This design comes from an exercise in tuning for small area on the open sky130 flow, not from production work. The RTL was checked by simulation tests, not by an equivalence proof against the original design. Power and IR drop assume default switching activity.

File: flow/config.mk
export PLATFORM = sky130hd
export DESIGN_NAME = top
export DESIGN_NICKNAME = top
export VERILOG_FILES = /design/flow/design.v
export SDC_FILE = /design/flow/constraint.sdc
export NUM_CORES = 4
export LEC_CHECK = 0
export CAP_MARGIN = 20
export CORE_MARGIN = 2
export CORE_UTILIZATION = 40
export PLACE_DENSITY = 0.6
export SLEW_MARGIN = 20
File: flow/constraint.sdc
create_clock -name core_clock -period 10.0 [get_ports {clock}]
set_input_delay 2.0000 -clock core_clock [delete_from_list [all_inputs] [get_ports {clock}]]
set_output_delay 2.0000 -clock core_clock [all_outputs]
set_load 0.01 [all_outputs]
File: flow/design.v
module baud_tick_gen(
	input clk, rst, enable,
	output tick);
parameter clk_freq = 12000000;
parameter baud = 115200;
parameter oversampling = 1;
function integer log2(input integer v); begin log2=0; while(v >> log2) log2 = log2 + 1; end endfunction
localparam acc_width = log2(clk_freq / baud) + 8;  
reg [acc_width:0] acc;
localparam shiftlimiter = log2((baud * oversampling) >> (31 - acc_width));  
localparam inc = ((baud * oversampling << (acc_width - shiftlimiter)) + (clk_freq >> (shiftlimiter + 1))) / (clk_freq >> shiftlimiter);  
always @(posedge clk) if (rst) acc <= 0; else if (enable) acc <= acc[acc_width-1:0] + inc[acc_width:0]; else acc <= inc[acc_width:0];
assign tick = acc[acc_width];
endmodule
module uart_rx(
	input clk,
	input rst,
	input rx,
	output reg rx_ready,
	output reg [7:0] rx_data,  
	output rx_idle,  
	output reg rx_eop  
);
parameter clk_freq = 12000000;
parameter baud = 115200;
parameter oversampling = 8;  
localparam
	IDLE      = 4'b0000,
	BIT_START = 4'b0001,
	BIT0      = 4'b1000,
	BIT1      = 4'b1001,
	BIT2      = 4'b1010,
	BIT3      = 4'b1011,
	BIT4      = 4'b1100,
	BIT5      = 4'b1101,
	BIT6      = 4'b1110,
	BIT7      = 4'b1111,
	BIT_STOP  = 4'b0010;
reg [3:0] rx_state;
wire os_tick;
baud_tick_gen #(clk_freq, baud, oversampling) tickgen(.clk(clk), .rst(rst), .enable(1'b1), .tick(os_tick));
reg [1:0] rx_sync;
always @(posedge clk) if(rst) rx_sync <= 2'b11; else if(os_tick) rx_sync <= {rx_sync[0], rx};
reg [1:0] filter_cnt;
reg rx_bit;
always @(posedge clk)
	if(rst) begin
		filter_cnt <= 2'b11;
		rx_bit <= 1'b1;
	end else if(os_tick) begin
		if((rx_sync[1] == 1'b1) && (filter_cnt != 2'b11)) filter_cnt <= filter_cnt + 1'd1;
		if((rx_sync[1] == 1'b0) && (filter_cnt != 2'b00)) filter_cnt <= filter_cnt - 1'd1;
		if(filter_cnt == 2'b11) rx_bit <= 1'b1;
		else 
		if(filter_cnt == 2'b00) rx_bit <= 1'b0;
	end
function integer log2(input integer v); begin log2 = 0; while(v >> log2) log2 = log2 + 1; end endfunction
localparam l2o = log2(oversampling);
reg [l2o-2:0] os_cnt;
always @(posedge clk) if(rst) os_cnt <= 1'd0; else if(os_tick) os_cnt <= (rx_state == IDLE) ? 1'd0 : os_cnt + 1'd1;
wire sample_now = os_tick && (os_cnt == ((oversampling / 2) - 1));
always @(posedge clk)
	if(rst) rx_state <= IDLE; else
	case(rx_state)
		IDLE:      if(~rx_bit) rx_state <= BIT_START;
		BIT_START: if(sample_now) rx_state <= BIT0;
		BIT0:      if(sample_now) rx_state <= BIT1;
		BIT1:      if(sample_now) rx_state <= BIT2;
		BIT2:      if(sample_now) rx_state <= BIT3;
		BIT3:      if(sample_now) rx_state <= BIT4;
		BIT4:      if(sample_now) rx_state <= BIT5;
		BIT5:      if(sample_now) rx_state <= BIT6;
		BIT6:      if(sample_now) rx_state <= BIT7;
		BIT7:      if(sample_now) rx_state <= BIT_STOP;
		BIT_STOP:  if(sample_now) rx_state <= IDLE;
		default:   rx_state <= IDLE;
	endcase
always @(posedge clk) begin
	if(sample_now && rx_state[3]) begin
		rx_data <= {rx_bit, rx_data[7:1]};
	end
end
always @(posedge clk)
begin
	if(rst) rx_ready <= 1'b0; else
	rx_ready <= (sample_now && (rx_state == BIT_STOP) && rx_bit);  
end
reg [l2o+1:0] gap_cnt;
always @(posedge clk)
	if (rst || rx_state != IDLE) 
		gap_cnt <= 0;
	else
		if(os_tick & ~gap_cnt[l2o+1]) gap_cnt <= gap_cnt + 1'd1;
assign rx_idle = gap_cnt[l2o+1];
always @(posedge clk) if(rst) rx_eop <= 1'b0; else rx_eop <= os_tick & ~gap_cnt[l2o+1] & &gap_cnt[l2o:0];
endmodule
module uart_tx(
	input clk,
	input rst,
	input tx_start,
	input [7:0] tx_data,
	output tx,
	output tx_busy);
parameter clk_freq = 12000000;
parameter baud = 115200;
wire bit_tick;
baud_tick_gen #(clk_freq, baud) tickgen(.clk(clk), .rst(rst), .enable(tx_busy), .tick(bit_tick));
localparam
	IDLE      = 4'b0000,  
	BIT_START = 4'b0100,  
	BIT0      = 4'b1000,  
	BIT1      = 4'b1001,  
	BIT2      = 4'b1010,  
	BIT3      = 4'b1011,  
	BIT4      = 4'b1100,  
	BIT5      = 4'b1101,  
	BIT6      = 4'b1110,  
	BIT7      = 4'b1111,  
	BIT_STOP1 = 4'b0010,  
	BIT_STOP2 = 4'b0011;  
reg [3:0] tx_state;
wire tx_ready = (tx_state == 0);
assign tx_busy = ~tx_ready;
reg [7:0] tx_shift;
always @(posedge clk)
begin
	if (tx_ready & tx_start)
		tx_shift <= tx_data;
	else
	if (tx_state[3] & bit_tick)
		tx_shift <= (tx_shift >> 1);
	case (tx_state)
		IDLE:      if(tx_start) tx_state <= BIT_START;
		BIT_START: if(bit_tick) tx_state <= BIT0;
		BIT0:      if(bit_tick) tx_state <= BIT1;
		BIT1:      if(bit_tick) tx_state <= BIT2;
		BIT2:      if(bit_tick) tx_state <= BIT3;
		BIT3:      if(bit_tick) tx_state <= BIT4;
		BIT4:      if(bit_tick) tx_state <= BIT5;
		BIT5:      if(bit_tick) tx_state <= BIT6;
		BIT6:      if(bit_tick) tx_state <= BIT7;
		BIT7:      if(bit_tick) tx_state <= BIT_STOP1;
		BIT_STOP1: if(bit_tick) tx_state <= BIT_STOP2;
		BIT_STOP2: if(bit_tick) tx_state <= IDLE;
		default:   if(bit_tick) tx_state <= IDLE;
	endcase
	if (rst) begin
		tx_state <= IDLE;
		tx_shift <= 8'b0;
	end
end
assign tx = (tx_state < 4) | (tx_state[3] & tx_shift[0]);
endmodule
module hilotof_io (
    input clock,
    input sys_reset,
    input uart_rx,
    output uart_tx,
    output reg dut_reset,
    output reg [31:0] dut_din,
    output reg dut_din_valid,
    input [31:0] dut_dout,
    output dut_dout_ready,
    input dut_dout_valid
);
    function [4:0] ascii_to_hex;
        input [7:0] i_ascii;
        case(i_ascii)
            "0": ascii_to_hex = 5'h10;
            "1": ascii_to_hex = 5'h11;
            "2": ascii_to_hex = 5'h12;
            "3": ascii_to_hex = 5'h13;
            "4": ascii_to_hex = 5'h14;
            "5": ascii_to_hex = 5'h15;
            "6": ascii_to_hex = 5'h16;
            "7": ascii_to_hex = 5'h17;
            "8": ascii_to_hex = 5'h18;
            "9": ascii_to_hex = 5'h19;
            "A": ascii_to_hex = 5'h1A;
            "B": ascii_to_hex = 5'h1B;
            "C": ascii_to_hex = 5'h1C;
            "D": ascii_to_hex = 5'h1D;
            "E": ascii_to_hex = 5'h1E;
            "F": ascii_to_hex = 5'h1F;
            default: ascii_to_hex = 5'h00;
        endcase
    endfunction
    function [7:0] hex_to_ascii;
        input [3:0] i_ascii;
        case(i_ascii)
            4'h0: hex_to_ascii = "0";
            4'h1: hex_to_ascii = "1";
            4'h2: hex_to_ascii = "2";
            4'h3: hex_to_ascii = "3";
            4'h4: hex_to_ascii = "4";
            4'h5: hex_to_ascii = "5";
            4'h6: hex_to_ascii = "6";
            4'h7: hex_to_ascii = "7";
            4'h8: hex_to_ascii = "8";
            4'h9: hex_to_ascii = "9";
            4'hA: hex_to_ascii = "A";
            4'hB: hex_to_ascii = "B";
            4'hC: hex_to_ascii = "C";
            4'hD: hex_to_ascii = "D";
            4'hE: hex_to_ascii = "E";
            4'hF: hex_to_ascii = "F";
        endcase
    endfunction
    wire uart_rx_valid;
    wire [7:0] uart_rx_data;
    wire [4:0] decoded_rx = ascii_to_hex(uart_rx_data);
    always @(posedge clock)
    begin
        dut_reset <= 1'b0;
        if (uart_rx_valid) begin
            dut_din_valid <= 1'b0;
            if (decoded_rx[4])
                dut_din <= {dut_din[27:0], decoded_rx[3:0]};
            else if (uart_rx_data == "R")
                dut_reset <= 1'b1;
            else if (uart_rx_data == "\r" || uart_rx_data == "\n")
                dut_din_valid <= 1'b1;
        end
        if (sys_reset) begin
            dut_reset <= 1'b1;
            dut_din <= 32'b0;
            dut_din_valid <= 1'b0;
        end
    end
    reg uart_tx_valid;
    reg [7:0] uart_tx_data;
    wire tx_busy;
    reg tx_in_progress;
    reg [11:0] tx_count;
    reg [31:0] tx_shiftreg;
    always @(posedge clock)
    begin
        uart_tx_valid <= 1'b0;
        if (dut_dout_valid && !tx_in_progress) begin
            tx_shiftreg <= dut_dout;
            tx_count <= 4'b0;
            tx_in_progress <= 1'b1;
        end else if (tx_in_progress && !uart_tx_valid && !tx_busy) begin
            if (tx_count < 8) begin
                uart_tx_valid <= 1'b1;
                uart_tx_data <= hex_to_ascii(tx_shiftreg[31:28]);
                tx_shiftreg <= {tx_shiftreg[27:0], 4'b0000};
            end else if (tx_count == 8) begin
                uart_tx_valid <= 1'b1;
                uart_tx_data <= "\r";
            end else if (tx_count == 9) begin
                uart_tx_valid <= 1'b1;
                uart_tx_data <= "\n";
            end else if (&tx_count) begin  
                tx_in_progress <= 1'b0;
            end
            tx_count <= tx_count + 1'b1;
        end
        if (sys_reset) begin
            uart_tx_valid <= 1'b0;
            uart_tx_data <= 8'b0;
            tx_in_progress <= 1'b0;
            tx_count <= 4'b0;
        end
    end
    assign dut_dout_ready = !tx_in_progress;
    uart_rx #(
        .clk_freq(100000000),
        .baud(1000000)
    ) uart_rx_i (
        .clk(clock),
        .rst(sys_reset),
        .rx(uart_rx),
        .rx_ready(uart_rx_valid),
        .rx_data(uart_rx_data)
    );
    uart_tx #(
        .clk_freq(100000000),
        .baud(1000000)
    ) uart_tx_i (
        .clk(clock),
        .rst(sys_reset),
        .tx_start(uart_tx_valid),
        .tx_data(uart_tx_data),
        .tx_busy(tx_busy),
        .tx(uart_tx)
    );
endmodule
module dut(
	input clock, reset,
	input din_valid,
	input [31:0] din,
	input dout_ready,
	output dout_valid,
	output [31:0] dout
);
	assign dout = din[15:0] * din[31:16];
	assign dout_valid = din_valid;
endmodule
module top(
    input clock,
    input rst,
    output uart_tx,
    input uart_rx
);
    wire sys_reset, dut_reset;
    reg [5:0] reset_cnt;
    always @(posedge clock) begin
        if (rst)
            reset_cnt <= 6'd0;
        else
            reset_cnt <= reset_cnt + sys_reset;
    end
    assign sys_reset = !(&reset_cnt);
    wire dut_din_valid, dut_dout_ready, dut_dout_valid;
    wire [31:0] dut_din, dut_dout;
    hilotof_io ctrl_i (
        .clock(clock),
        .sys_reset(sys_reset),
        .uart_tx(uart_tx),
        .uart_rx(uart_rx),
        .dut_reset(dut_reset),
        .dut_din_valid(dut_din_valid),
        .dut_din(dut_din),
        .dut_dout_ready(dut_dout_ready),
        .dut_dout_valid(dut_dout_valid),
        .dut_dout(dut_dout)
    );
    dut dut_i (
        .clock(clock),
        .reset(dut_reset),
        .din_valid(dut_din_valid),
        .din(dut_din),
        .dout_ready(dut_dout_ready),
        .dout_valid(dut_dout_valid),
        .dout(dut_dout)
    );
endmodule
File: flow/run.sh
#!/bin/bash
# synth_recipe.tcl (not shown) runs the flow's synth.tcl, then flattens the netlist and writes it again
# the make line also repeats each setting of config.mk as NAME=value (left out here)
make -C /OpenROAD-flow-scripts/flow DESIGN_CONFIG=/design/flow/config.mk WORK_HOME=/design/flow/orfs CLKGATE_MAP_FILE= SYNTH_SCRIPT=/design/flow/synth_recipe.tcl finish
==> flow_metrics.py, run 1 <==
metrics = {
    "clocking": {
        "cts_buffer_depth": 2,
        "cts.sinks": 158,
        "post-cts-setup-buffer-count": 0,
        "cts_root_buf": "clkbuf_16",
        "cts-htree-levels": 4,
        "cts.clk_slew.worst_paths_ps": 70,
        "cts-buffers-inserted": 17,
        "hold_buffers": 0,
        "postCtsResizedCells": 0,
        "cts_tree": "yes",
        "clk_latency_ps": 430,
    },
    "placement": {
        "dp_cells": 2188,
        "dp_slack_ps": 2630,
        "gp_congestion": 0.847,
        "io_buffers": 3,
        "hpwl_mm": 26.4,
    },
    "yosys": {
        "synth_compound_area_frac": 0.0997,
        "synth-simple-area-share": 0.196,
        "synth_area_um2": 15400,
        "synthAdderAreaFrac": 0.348,
        "synth_top_area_share": 0.253,
        "synth_top_area_cell": "fa_1",
        "synth_common_cells": "nand2_1 (292), inv_1 (256), fa_1 (194)",
        "ys_top_cells_by_area": "fa_1 (25%), dfxtp_1 (15%), ha_1 (9.5%)",
        "synth_most_common_cell": "nand2_1",
        "ys_ff_latch": 158,
        "synth_top_family_by_area": "adder cells",
        "syn_nets": 2067,
        "muxShareOfSynthArea": 0.00806,
        "post_synth.cell_area_avg_um2": 8.77,
        "synth_xor_area_frac": 0.0319,
        "netlist_instances": 1753,
        "ys_warn_count": 6,
        "synthFlopType": "dfxtp_1",
        "ys_seq_area_frac": 0.232,
        "ys_types": 75,
        "synth_edf_count": 40,
        "synth-async-reset-ratio": 0,
    },
    "cells_and_area": {
        "finalNetCount": 2010,
        "seq_area_um2": 3560,
        "area_growth_pct": 6.16,
        "instances_no_fill": 2220,
        "fillers": 3756,
        "n_antenna_cell": 0,
        "multi_input_area_um2": 10500,
        "drive_above_1_share": 0.0398,
    },
    "setup_path": {
        "worst_ep_arrival_time_ps": 7780,
        "critPathSlowestCell": "dfxtp_1",
        "cp_cell_sequence": "nand2_1, fa_1, inv_1, fa_1, inv_1, fa_1, inv_1, fa_1, fa_1, inv_1, fa_1, inv_1, ha_1, nand2_1, a2111oi_0, o21ba_2, o211ai_1, and4b_1, nor3b_2, inv_1, ha_1, nor2_1, o31a_1",
        "path_max_fanout": 18,
        "worstSetupEndpointType": "flop",
        "critPathLaunchType": "flop",
        "path_class": "reg -> reg",
        "critPathTopFamily": "adder cells",
        "worst_path_largest_cell_delay_ps": 960,
        "crit_buf_inv": 6,
        "r2r_start": "ctrl_i.dut_din[25]",
        "worstPathRequired_ps": 10330,
        "reg2reg_slack_ps": 2550,
        "worstRegToRegCells": 23,
        "critical_path_depth": 23,
    },
    "worst_hold_path": {
        "worstHoldStart": "ctrl_i.uart_tx_i.tx_shift[3]",
        "hold_path_class": "reg -> reg",
        "hold-path-endpoint": "ctrl_i.uart_tx_i.tx_shift[3]",
        "worstHoldPathCells": 2,
    },
    "power_and_ir_drop": {
        "leakagePower_uw": 0.00718,
        "vdd_drop_max_mv": 0.120,
        "powerDensity_nw_per_um2": 79.0,
    },
    "drt": {
        "vias": 11400,
        "wl_mm": 35.5,
        "drcViolationCount": 0,
        "antenna_left": 0,
        "wl_per_cell_um": 16.0,
        "vias_per_cell": 5.11,
        "dr.pass1.iters": 5,
        "drt-initial-drc-count": 606,
    },
    "global_routing": {
        "grt_pass1_vias": 11600,
        "grt_pass1_wl_mm": 59.2,
        "track_usage": 0.189,
        "antenna_found_initial": 0,
        "overflow": 0,
        "grt_max_degree": 75,
    },
    "floorplanning": {
        "ioPinCount": 4,
        "start_util": 0.407,
        "die_y_um": 200,
        "die_w_um": 200,
        "coreArea_um2": 37800,
        "row_count": 71,
        "dieArea_um2": 40000,
    },
    "timing": {
        "slew_headroom": 0.351,
        "finalHoldViolCount": 0,
        "finalCritPeriodShare": 0.745,
        "grt_setup_unrepaired": "false",
        "finalCriticalPeriod_ps": 7450,
        "setup_violations": 0,
        "setup-tns-final_ps": 0,
        "tightest_slew_ps": 972,
        "setup_ws_ps": 2550,
        "clock.fmax_mhz": 134,
        "finalMaxSlewViolations": 0,
        "fin_skew_ps": 13.5,
    },
    "run_status": {
        "status": "timing/DRC/antenna clean",
    },
    "flow_run": {
        "maxCapViolations": 0,
    },
}
[sequential cells by signal, indices dropped and copies added (netlist names), 4 cells and up, named ones only]
name and flops:
ctrl_i.uart_tx_i.tx_state 4, ctrl_i.uart_tx_i.tickgen.acc 13, ctrl_i.uart_rx_i.tickgen.acc 16, reset_cnt 6, ctrl_i.dut_din 32, ctrl_i.tx_shiftreg 32
ctrl_i.uart_tx_data 6, ctrl_i.uart_tx_i.tx_shift 7, ctrl_i.tx_count 12, ctrl_i.uart_rx_i.rx_data 8, ctrl_i.uart_rx_i.rx_state 4
[stage by stage]
step / area [um^2] / power, uW / hold slack (ps) / utilization
3_3_place_gp: 15800 / 670 / 444 / 0.417
6_report: 16300 / 1290 / 460 / 0.432
4_1_cts: 16300 / 1310 / 460 / 0.432
3_5_place_dp: 15800 / 670 / 447 / 0.417
5_1_grt: 16300 / 1330 / 481 / 0.432
2_1_floorplan: 15400 / 669 / 424 / -
[worst max path at each step]
stage,from,to
after global routing,ctrl_i.dut_din[25],flop
after detailed placement,ctrl_i.dut_din[25],flop
after floorplan,ctrl_i.dut_din[25],flop
final,ctrl_i.dut_din[25],flop
after CTS,ctrl_i.dut_din[24],flop
after global placement,ctrl_i.dut_din[7],flop
[metal layers]
metal,up-vias,part of all wire,global-route usage
met4,0,0.028,0.0617
met5,-,0,0
li1,5469,-,-
met2,209,0.48,0.318
met3,55,0.037,0.0247
met1,5619,0.45,0.253
[worst min-delay path: stages (launching register included)]
cell and delay, ps:
dfxtp_1 310, nand2_1 50, a21oi_1 50
[cells by family (layout without fill, tap and decap cells)]
logic type      after synthesis  count (layout)
compound gates              243             243
xor+xnor                     56              56
fa+ha+maj                   311             311
buf+inv                     342             298
flops                       158             158
mux                          12              12
simple gates                631             631
[cells in the final DEF, fill, tap and decap left out, types with 11 or more instances in the layout]
cell type / Yosys / routed
xor2_1: 27 / 27
inv_1: 256 / 255
xnor2_1: 29 / 29
nand2_1: 292 / 292
nor3_1: 18 / 18
a21oi_1: 93 / 93
nand3_1: 17 / 17
o21ai_0: 60 / 60
fa_1: 194 / 194
and3_1: 11 / 11
and2_1: 130 / 130
ha_1: 117 / 117
dfxtp_1: 118 / 118
clkbuf_16: 0 / 17
nor2_1: 98 / 98
edfxtp_1: 40 / 40
nand4_1: 11 / 11
[area by class of cell]
class                      count  area share
multi-input combinational   1253       0.644
sequential                   158       0.218
inverter                     256      0.0589
tap                          511      0.0392
clock buffer                  19      0.0265
clock inverter                13     0.00813
timing repair buffer          10     0.00506
[report_power, final]
group	total (uW)	switching (uW)	internal [uW]
Sequential	653	0.751	652
Clock	634	285	349
Combinational	3.05	1.17	1.88
Total	1290	287	1000
==> inputs of run 2 (changes only) <==
==> flow/design.v (replaced) <==
module top(
    input clock,
    input rst,
    output uart_tx,
    input uart_rx
);
    reg [3:0] ph;
    always @(posedge clock) ph <= ph + 1'b1;
    reg [6:0] rt;        
    reg [3:0] rs;        
    reg [7:0] rd;
    reg       valid;
    wire rtick = (rt == 7'd99);
    wire [3:0] hi = rd[7:4];
    wire [3:0] lo = rd[3:0];
    wire is_num = (hi == 4'h3) && (lo <= 4'd9);
    wire is_let = (hi == 4'h4) && (lo >= 4'd1) && (lo <= 4'd6);
    wire is_hex = is_num || is_let;
    wire is_eol = (rd == 8'h0a) || (rd == 8'h0d);
    wire [3:0] dig = rd[6] ? lo + 4'd9 : lo;
    reg [1:0] q;         
    wire win = (rs == 4'd11) && (ph[3:2] == q - 2'd1);
    always @(posedge clock) begin
        if (rst || rs == 4'd0) rt <= 7'd50;
        else if (rtick) rt <= 7'd0;
        else rt <= rt + 1'b1;
        if (rtick && rs >= 4'd2 && rs <= 4'd9) rd <= {uart_rx, rd[7:1]};
        if (rst) rs <= 4'd13;
        else case (rs)
            4'd0:  if (!uart_rx) rs <= 4'd1;
            4'd10: if (ph[1:0] == 2'd3) rs <= is_hex ? 4'd11 : 4'd12;
            4'd11: if (win && ph[1:0] == 2'd3) rs <= 4'd12;
            4'd12: if (uart_rx) rs <= 4'd0;
            4'd13: if (rtick) rs <= 4'd0;
            4'd14, 4'd15: rs <= 4'd0;
            default: if (rtick) rs <= rs + 1'b1;
        endcase
        if (rst) valid <= 1'b0;
        else if (rs == 4'd10 && ph[1:0] == 2'd3) valid <= is_eol;
        if (win && ph[1:0] == 2'd3) q <= q - 2'd1;
    end
    reg [15:0] ra, rb;
    wire clr = (rs == 4'd13);
    wire ain = clr ? 1'b0 : win ? dig[ph[1:0]] : ra[0];
    wire bin = clr ? 1'b0 : win ? ra[0] : rb[0];
    always @(posedge clock) begin
        ra <= {ain, ra[15:1]};
        rb <= {bin, rb[15:1]};
    end
    localparam IDLE = 2'd0, MULT = 2'd1, SEND = 2'd2;
    reg [1:0]  st;
    reg [6:0]  t;
    reg [3:0]  k;
    reg [3:0]  c;
    reg [32:0] p;
    reg        cy, bf;
    reg [3:0]  nib;
    wire [3:0] idx = ph - {q, 2'b00};
    wire mult = (st == MULT);
    wire m31  = (t[4:0] == 5'd31);
    wire load = (k == 4'd0) && (t[6:5] == 2'd0);
    wire last = k[2];
    wire x   = (mult && load) ? (t[4] & rb[0]) : p[0];
    wire ad  = mult && !load && !t[4] && bf && ra[0];
    wire s   = x ^ ad ^ cy;
    wire co  = (x & ad) | (x & cy) | (ad & cy);
    wire pin = (st == IDLE) ? 1'b0 : (mult && m31 && !last) ? 1'b0 : s;
    reg [4:0] dl;
    always @* case (c[2:0])
        3'd0: dl = 5'd29;
        3'd1: dl = 5'd15;
        3'd2: dl = 5'd1;
        3'd3: dl = 5'd20;
        3'd4: dl = 5'd6;
        3'd5: dl = 5'd25;
        3'd6: dl = 5'd11;
        default: dl = 5'd30;
    endcase
    always @(posedge clock) begin
        p  <= {pin, p[32:1]};
        cy <= mult && !m31 && co;
        if (mult && m31) bf <= s;
        if (st == SEND && k == 4'd0 && !c[3] && t == {2'b00, dl}) nib <= p[3:0];
        case (st)
            IDLE: if (valid && idx == 4'd15) begin
                st <= MULT; t <= 7'd0; k <= 4'd0;
            end
            MULT: if (!valid) st <= IDLE;
            else if (last && m31) begin
                st <= SEND; t <= 7'd0; k <= 4'd0; c <= 4'd0;
            end else begin
                t <= t + 1'b1;
                if (t == 7'd127) k <= k + 1'b1;
            end
            default: if (t == 7'd99) begin
                t <= 7'd0;
                if (k == 4'd9) begin
                    k <= 4'd0;
                    c <= c + 1'b1;
                    if (c == 4'd9) st <= IDLE;
                end else k <= k + 1'b1;
            end else t <= t + 1'b1;
        endcase
        if (rst) st <= IDLE;
    end
    wire lt = nib[3] & (nib[2] | nib[1]);
    wire [3:0] nl = lt ? nib + 4'd7 : nib;
    wire [7:0] ch = c[3] ? (c[0] ? 8'h0a : 8'h0d) : {1'b0, lt, ~lt, ~lt, nl};
    wire [3:0] bi = k - 1'b1;
    assign uart_tx = (st != SEND) || (k == 4'd9) || (k != 4'd0 && ch[bi[2:0]]);
endmodule
--- a/flow/config.mk
+++ b/flow/config.mk
@@ -9,4 +9,7 @@
 export CORE_MARGIN = 2
 export CORE_UTILIZATION = 40
+export CTS_BUF_LIST = sky130_fd_sc_hd__clkbuf_4
+export CTS_CLUSTER_DIAMETER = 100
+export CTS_CLUSTER_SIZE = 30
 export PLACE_DENSITY = 0.6
 export SLEW_MARGIN = 20
==> run 2 against run 1 <==
Effect of this change: power down 32%; cell area down 70%; synthesized cell count down 77%; final cell count down 75%; non-clock buffer count down 7; sequential share of layout area up 30 points; setup slack better by 2400 ps; critical path depth down 15; register-to-register slack better by 4900 ps; wire length down 79%; sequential power down 27%; sequential cell count down 44; highest routed layer unchanged.
==> flow_metrics.py, run 2 <==
metrics = {
    "power_and_ir_drop": {
        "p_sw_uw": 198,
        "p_sw_frac": 0.225,
        "powerDensity_nw_per_um2": 177,
        "p_int_uw": 682,
        "vdd_drop_max_mv": 0.115,
        "clkPwrFrac": 0.455,
        "p_comb_frac": 0.007,
        "p_total_uw": 880,
        "seq_power_share": 0.538,
        "leakagePower_uw": 0.00187,
    },
    "yosys": {
        "synth_top_area_cell": "dfxtp_1",
        "netlist_instances": 400,
        "synth_top_area_share": 0.377,
        "synthFlopType": "dfxtp_1",
        "ys_top_cells_by_area": "dfxtp_1 (38%), edfxtp_1 (20%), ha_1 (6.2%)",
        "synth-async-reset-ratio": 0,
        "ys_types": 60,
        "synth_common_cells": "dfxtp_1 (84), nor2_1 (31), edfxtp_1 (30)",
        "syn_nets": 426,
        "synth_most_common_cell": "dfxtp_1",
        "ys_warn_count": 1,
        "ys_ff_latch": 114,
        "synth_area_um2": 4460,
        "ys_seq_area_frac": 0.580,
        "synth_edf_count": 30,
        "post_synth.cell_area_avg_um2": 11.1,
    },
    "drt": {
        "vias_per_cell": 5.05,
        "wl_per_cell_um": 13.2,
        "wl_mm": 7.47,
        "dr.pass1.iters": 4,
        "drcViolationCount": 0,
        "drt-initial-drc-count": 147,
        "antenna_left": 0,
        "vias": 2851,
    },
    "placement": {
        "dp_slack_ps": 5470,
        "gp_congestion": 0.840,
        "hpwl_mm": 5.18,
        "io_buffers": 3,
    },
    "timing": {
        "finalCriticalPeriod_ps": 5090,
        "holdWs_ps": 329,
        "slew_headroom": 0.483,
        "setup_ws_ps": 4910,
        "grt_setup_unrepaired": "false",
        "setup-tns-final_ps": 0,
        "finalMaxSlewViolations": 0,
        "tightest_slew_ps": 776,
        "clock.fmax_mhz": 197,
        "setup_violations": 0,
        "fin_skew_ps": 15.8,
        "finalHoldViolCount": 0,
        "finalCritPeriodShare": 0.509,
    },
    "clocking": {
        "cts_buffer_depth": 2,
        "cts-buffers-inserted": 17,
        "cts.sinks": 114,
        "cts_tree": "yes",
        "cts.clk_slew.worst_paths_ps": 120,
        "cts-htree-levels": 4,
        "postCtsResizedCells": 0,
        "cts_root_buf": "clkbuf_4",
        "clk_latency_ps": 490,
        "hold_buffers": 0,
        "post-cts-setup-buffer-count": 0,
    },
    "cells_and_area": {
        "largestRegisters": "p (33), ra (16), rb (16)",
        "fillers": 1022,
        "finalNetCount": 437,
        "drive_above_1_share": 0.0920,
        "largest_register": "p",
        "largest_reg_flops": 33,
        "final_common_cell": "dfxtp_1",
        "final_core_util": 0.458,
        "seq_area_um2": 2580,
        "final_cell_mix": "dfxtp_1 (84), nor2_1 (31), edfxtp_1 (30), inv_1 (25), ha_1 (22)",
        "multi_input_area_um2": 1740,
        "n_antenna_cell": 0,
        "area_growth_pct": 11.4,
    },
    "floorplanning": {
        "ioPinCount": 4,
        "coreArea_um2": 10800,
        "dieArea_um2": 12000,
        "die_w_um": 110,
        "die_y_um": 110,
        "start_util": 0.411,
        "row_count": 38,
    },
    "global_routing": {
        "grt_pass1_wl_mm": 12.9,
        "grt_pass1_vias": 2766,
        "antenna_found_initial": 0,
        "grt_max_degree": 17,
        "overflow": 0,
        "track_usage": 0.140,
    },
    "worst_hold_path": {
        "worstHoldPathCells": 0,
        "hold_path_class": "reg -> reg",
        "worstHoldStart": "p[17]",
    },
    "setup_path": {
        "critPathLaunchType": "flop",
        "path_class": "reg -> out",
        "critPathLaunch": "k[0]",
        "worstSetupEndpointType": "output port",
        "worstPathRequired_ps": 8000,
        "worst_ep_arrival_time_ps": 3090,
        "path_max_fanout": 9,
        "r2r_start": "k[0]",
        "worstRegToRegCells": 7,
    },
    "flow_run": {
        "maxCapViolations": 0,
    },
    "run_status": {
        "status": "timing/DRC/antenna clean",
    },
}
run 2: changes by cell type in the layout (fill, tap and decap cells not counted), moves of 18 or more:
cell / delta
and2_1: -125
dfxtp_1: -34
a21oi_1: -74
nor2_1: -67
nand2_1: -274
o21ai_0: -41
xor2_1: -18
fa_1: -193
inv_1: -230
ha_1: -95
run 2: kinds of logic after synthesis:
logic type | count (synthesis) | synth area share
simple gates | 120 | 0.144
compound gates | 82 | 0.126
fa+ha+maj | 23 | 0.0663
flops | 114 | 0.580
xor+xnor | 22 | 0.0463
buf+inv | 36 | 0.0309
mux | 3 | 0.00674
run 2: layer usage:
layer / global-route usage / routed length, um
met4: 0.0515 / 69
met1: 0.175 / 3560
met2: 0.222 / 3600
met3: 0.0498 / 241
met5: 0 / 0
run 2: layout make-up:
| cell class | instances | area share |
|---|---|---|
| multi-input cells | 250 | 0.350 |
| inverters | 25 | 0.0189 |
| clock buffers | 17 | 0.0257 |
| well taps | 140 | 0.0353 |
| repair buffers | 3 | 0.00605 |
| flip-flops and latches | 114 | 0.520 |
| clock inverters | 15 | 0.0441 |
run 2: metrics by stage:
stage | instances | area, um^2
3_3_place_gp | 532 | 4620
5_1_grt | 564 | 4960
2_1_floorplan | 400 | 4460
3_5_place_dp | 532 | 4620
6_report | 564 | 4960
4_1_cts | 564 | 4960
run 2: worst max-delay path, stage by stage, from the launching register on:
cell and delay [ps]:
edfxtp_1 510, inv_1 130, ha_1 420, nand2b_1 110, o22ai_1 80, a2111o_1 410
a311oi_1 280, o2111ai_1 140, clkdlybuf4s50_1 510
run 2: path summary, 6_finish.rpt:
check / to / slack [ps]
setup / recovery: uart_tx / 4910
hold / removal: p[16] / 330
setup reg to reg: bf / 7420
hold reg to reg: p[16] / 330
run 2: power groups by stage:
stage	Clock, uW	Sequential, uW	Combinational, uW
floorplan	0	484	4.44
global placement	0	484	6.28
detailed placement	0	484	6.29
CTS	413	474	6.39
global route	437	474	7.05
finish	401	474	6.24
==> inputs of run 3 (changes only) <==
--- a/flow/config.mk
+++ b/flow/config.mk
@@ -9,7 +9,4 @@
 export CORE_MARGIN = 2
 export CORE_UTILIZATION = 40
-export CTS_BUF_LIST = sky130_fd_sc_hd__clkbuf_4
-export CTS_CLUSTER_DIAMETER = 100
-export CTS_CLUSTER_SIZE = 30
 export PLACE_DENSITY = 0.6
 export SLEW_MARGIN = 20
==> run 3 against run 2 <==
Effect of this change: fmax about the same; hold slack got worse by 6.2 ps; synthesized cell count unchanged; first-iteration DRC count decreased by 6.8%; critical path depth unchanged; utilization increased by 2.5 points; via count increased by 0.46%; still clean; clock power increased by 52%; highest routed layer unchanged; largest cell class unchanged.
==> flow_metrics.py, run 3 <==
metrics = {
    "run_status": {
        "status": "timing/DRC/antenna clean",
    },
    "drt": {
        "vias": 2864,
        "drt-initial-drc-count": 137,
        "wl_per_cell_um": 13.5,
        "drcViolationCount": 0,
        "antenna_left": 0,
        "wl_mm": 7.63,
        "dr.pass1.iters": 4,
        "vias_per_cell": 5.08,
    },
    "floorplanning": {
        "die_w_um": 110,
        "coreArea_um2": 10800,
        "die_y_um": 110,
        "start_util": 0.411,
        "row_count": 38,
        "dieArea_um2": 12000,
        "ioPinCount": 4,
    },
    "placement": {
        "place_area_um2": 4620,
        "hpwl_mm": 5.18,
        "gp_congestion": 0.840,
        "io_buffers": 3,
    },
    "clocking": {
        "cts.clk_slew.worst_paths_ps": 60,
        "cts.sinks": 114,
        "cts-htree-levels": 4,
        "cts_tree": "yes",
        "clk_latency_ps": 510,
        "hold_buffers": 0,
        "cts_buffer_depth": 2,
        "cts_root_buf": "clkbuf_8",
        "cts-buffers-inserted": 17,
        "postCtsResizedCells": 0,
        "post-cts-setup-buffer-count": 0,
    },
    "power_and_ir_drop": {
        "p_total_uw": 1090,
        "leakagePower_uw": 0.00199,
        "powerDensity_nw_per_um2": 209,
        "vdd_drop_max_mv": 0.116,
    },
    "yosys": {
        "syn_nets": 426,
        "synth-async-reset-ratio": 0,
        "post_synth.cell_area_avg_um2": 11.1,
        "ys_top_cells_by_area": "dfxtp_1 (38%), edfxtp_1 (20%), ha_1 (6.2%)",
        "ys_types": 60,
        "synth_common_cells": "dfxtp_1 (84), nor2_1 (31), edfxtp_1 (30)",
        "synth_top_area_share": 0.377,
        "synth_area_um2": 4460,
        "synth_most_common_cell": "dfxtp_1",
        "synth_top_area_cell": "dfxtp_1",
        "synthFlopType": "dfxtp_1",
        "ys_seq_area_frac": 0.580,
        "synth_edf_count": 30,
        "ys_ff_latch": 114,
        "ys_warn_count": 1,
        "netlist_instances": 400,
    },
    "global_routing": {
        "grt_pass1_wl_mm": 13.2,
        "grt_pass1_vias": 2798,
        "overflow": 0,
        "antenna_found_initial": 0,
        "grt_max_degree": 17,
        "track_usage": 0.144,
    },
    "cells_and_area": {
        "fillers": 989,
        "final_common_cell": "dfxtp_1",
        "finalNetCount": 437,
        "final_cell_mix": "dfxtp_1 (84), nor2_1 (31), edfxtp_1 (30), inv_1 (25), ha_1 (22)",
        "largestRegisters": "p (33), ra (16), rb (16)",
        "largest_register": "p",
        "final_core_util": 0.483,
        "drive_above_1_share": 0.0920,
        "largest_reg_flops": 33,
        "area_growth_pct": 17.5,
        "fin_area_um2": 5240,
        "n_antenna_cell": 0,
    },
    "timing": {
        "finalHoldViolCount": 0,
        "slew_headroom": 0.483,
        "setup_violations": 0,
        "clock.fmax_mhz": 197,
        "finalCriticalPeriod_ps": 5080,
        "finalMaxSlewViolations": 0,
        "setup-tns-final_ps": 0,
        "finalCritPeriodShare": 0.508,
        "holdWs_ps": 323,
        "tightest_slew_ps": 776,
        "fin_skew_ps": 5.69,
        "grt_setup_unrepaired": "false",
    },
    "setup_path": {
        "critPathLaunchType": "flop",
        "critPathLaunch": "k[0]",
        "worst_ep_arrival_time_ps": 3080,
        "reg2reg_to": "nib[0]",
        "worstRegToRegCells": 6,
        "r2r_start": "k[0]",
        "reg2reg_slack_ps": 7430,
        "path_max_fanout": 9,
        "path_class": "reg -> out",
        "worstSetupEndpointType": "output port",
        "worstPathRequired_ps": 8000,
    },
    "worst_hold_path": {
        "worstHoldPathCells": 0,
        "hold-path-endpoint": "p[22]",
        "worstHoldStart": "p[23]",
        "hold_path_class": "reg -> reg",
    },
    "flow_run": {
        "maxCapViolations": 0,
    },
}
==> run 3: cell counts after synthesis <==
No cell type changed its count.
==> run 3: cell type report <==
class | count | area [um^2] | share of cell area
clock buffers | 20 | 489 | 0.0935
clock inverters | 12 | 129 | 0.0246
inverters | 25 | 93.8 | 0.0179
multi-input cells | 250 | 1740 | 0.332
flip-flops and latches | 114 | 2580 | 0.493
well taps | 140 | 175 | 0.0335
repair buffers | 3 | 30.0 | 0.00574
==> run 3: kinds of logic (layout without fill, tap and decap cells) <==
kind of cell	count (synthesis)	after routing	share of synthesized area
AOI/OAI and AO/OA	82	82	0.126
xor gates and xnor gates	22	22	0.0463
adders and majority gates	23	23	0.0663
buffers and inverters	36	60	0.0309
DFF	114	114	0.580
muxes	3	3	0.00674
and+or+nand+nor	120	120	0.144
==> run 3: worst max path at each step <==
stage	end	slack, ps	depth (start not counted)
2_1_floorplan	uart_tx	6040	8
3_3_place_gp	uart_tx	5560	8
3_5_place_dp	uart_tx	5470	8
4_1_cts	uart_tx	4920	8
5_1_grt	uart_tx	4740	8
6_report	uart_tx	4920	8
==> run 3: per-stage QoR <==
step	cells	setup slack, ps
2_1_floorplan	400	6040
3_3_place_gp	532	5560
3_5_place_dp	532	5470
4_1_cts	564	4920
5_1_grt	564	4740
6_report	564	4920
==> run 3: layer usage <==
metal | GRT usage | wire length, um
met1 | 0.178 | 3570
met2 | 0.231 | 3660
met3 | 0.0462 | 265
met4 | 0.0597 | 135
met5 | 0 | 0
==> run 3: power breakdown <==
group	switching [uW]	internal, uW	total (uW)
clock	229	383	611
combinational	3.16	3.09	6.25
sequential	1.59	473	474
==> run 3: worst max-delay path: stages, from the launching register on <==
cell and delay [ps]:
edfxtp_1 490, inv_1 130, ha_1 420, nand2b_1 110, o22ai_1 80, a2111o_1 410
a311oi_1 280, o2111ai_1 140, clkdlybuf4s50_1 510

==> afterwards: timing with drivers on the ports <==
The results above use ideal ports. As a check the final layouts listed here were re-extracted and re-timed, cells and wires unchanged. Step 1, drivers: a clkbuf_16 drives clock and a buf_2 each remaining input, both assumed. Step 2 times the ports against the registers' clock, not the clock port: input delays grow and output delays shrink by t, the midpoint of the rising clock arrivals with the driver on. a / b / c = ideal ports / drivers / drivers and shift; a / b = the first two.
run	t, ns	setup slack, ns	latest minus earliest clock arrival (ns)	worst data-port slew with drivers (ns)	pins driven straight from the clock port
run 1	0.472	2.548 / 2.548 / 2.548	0.014 / 0.014	0.03	1
run 2	0.508	4.913 / 4.886 / 5.394	0.015 / 0.016	0.03	1
run 3	0.533	4.916 / 4.889 / 5.422	0.006 / 0.006	0.03	1
After both steps setup and hold are still met in every run listed.
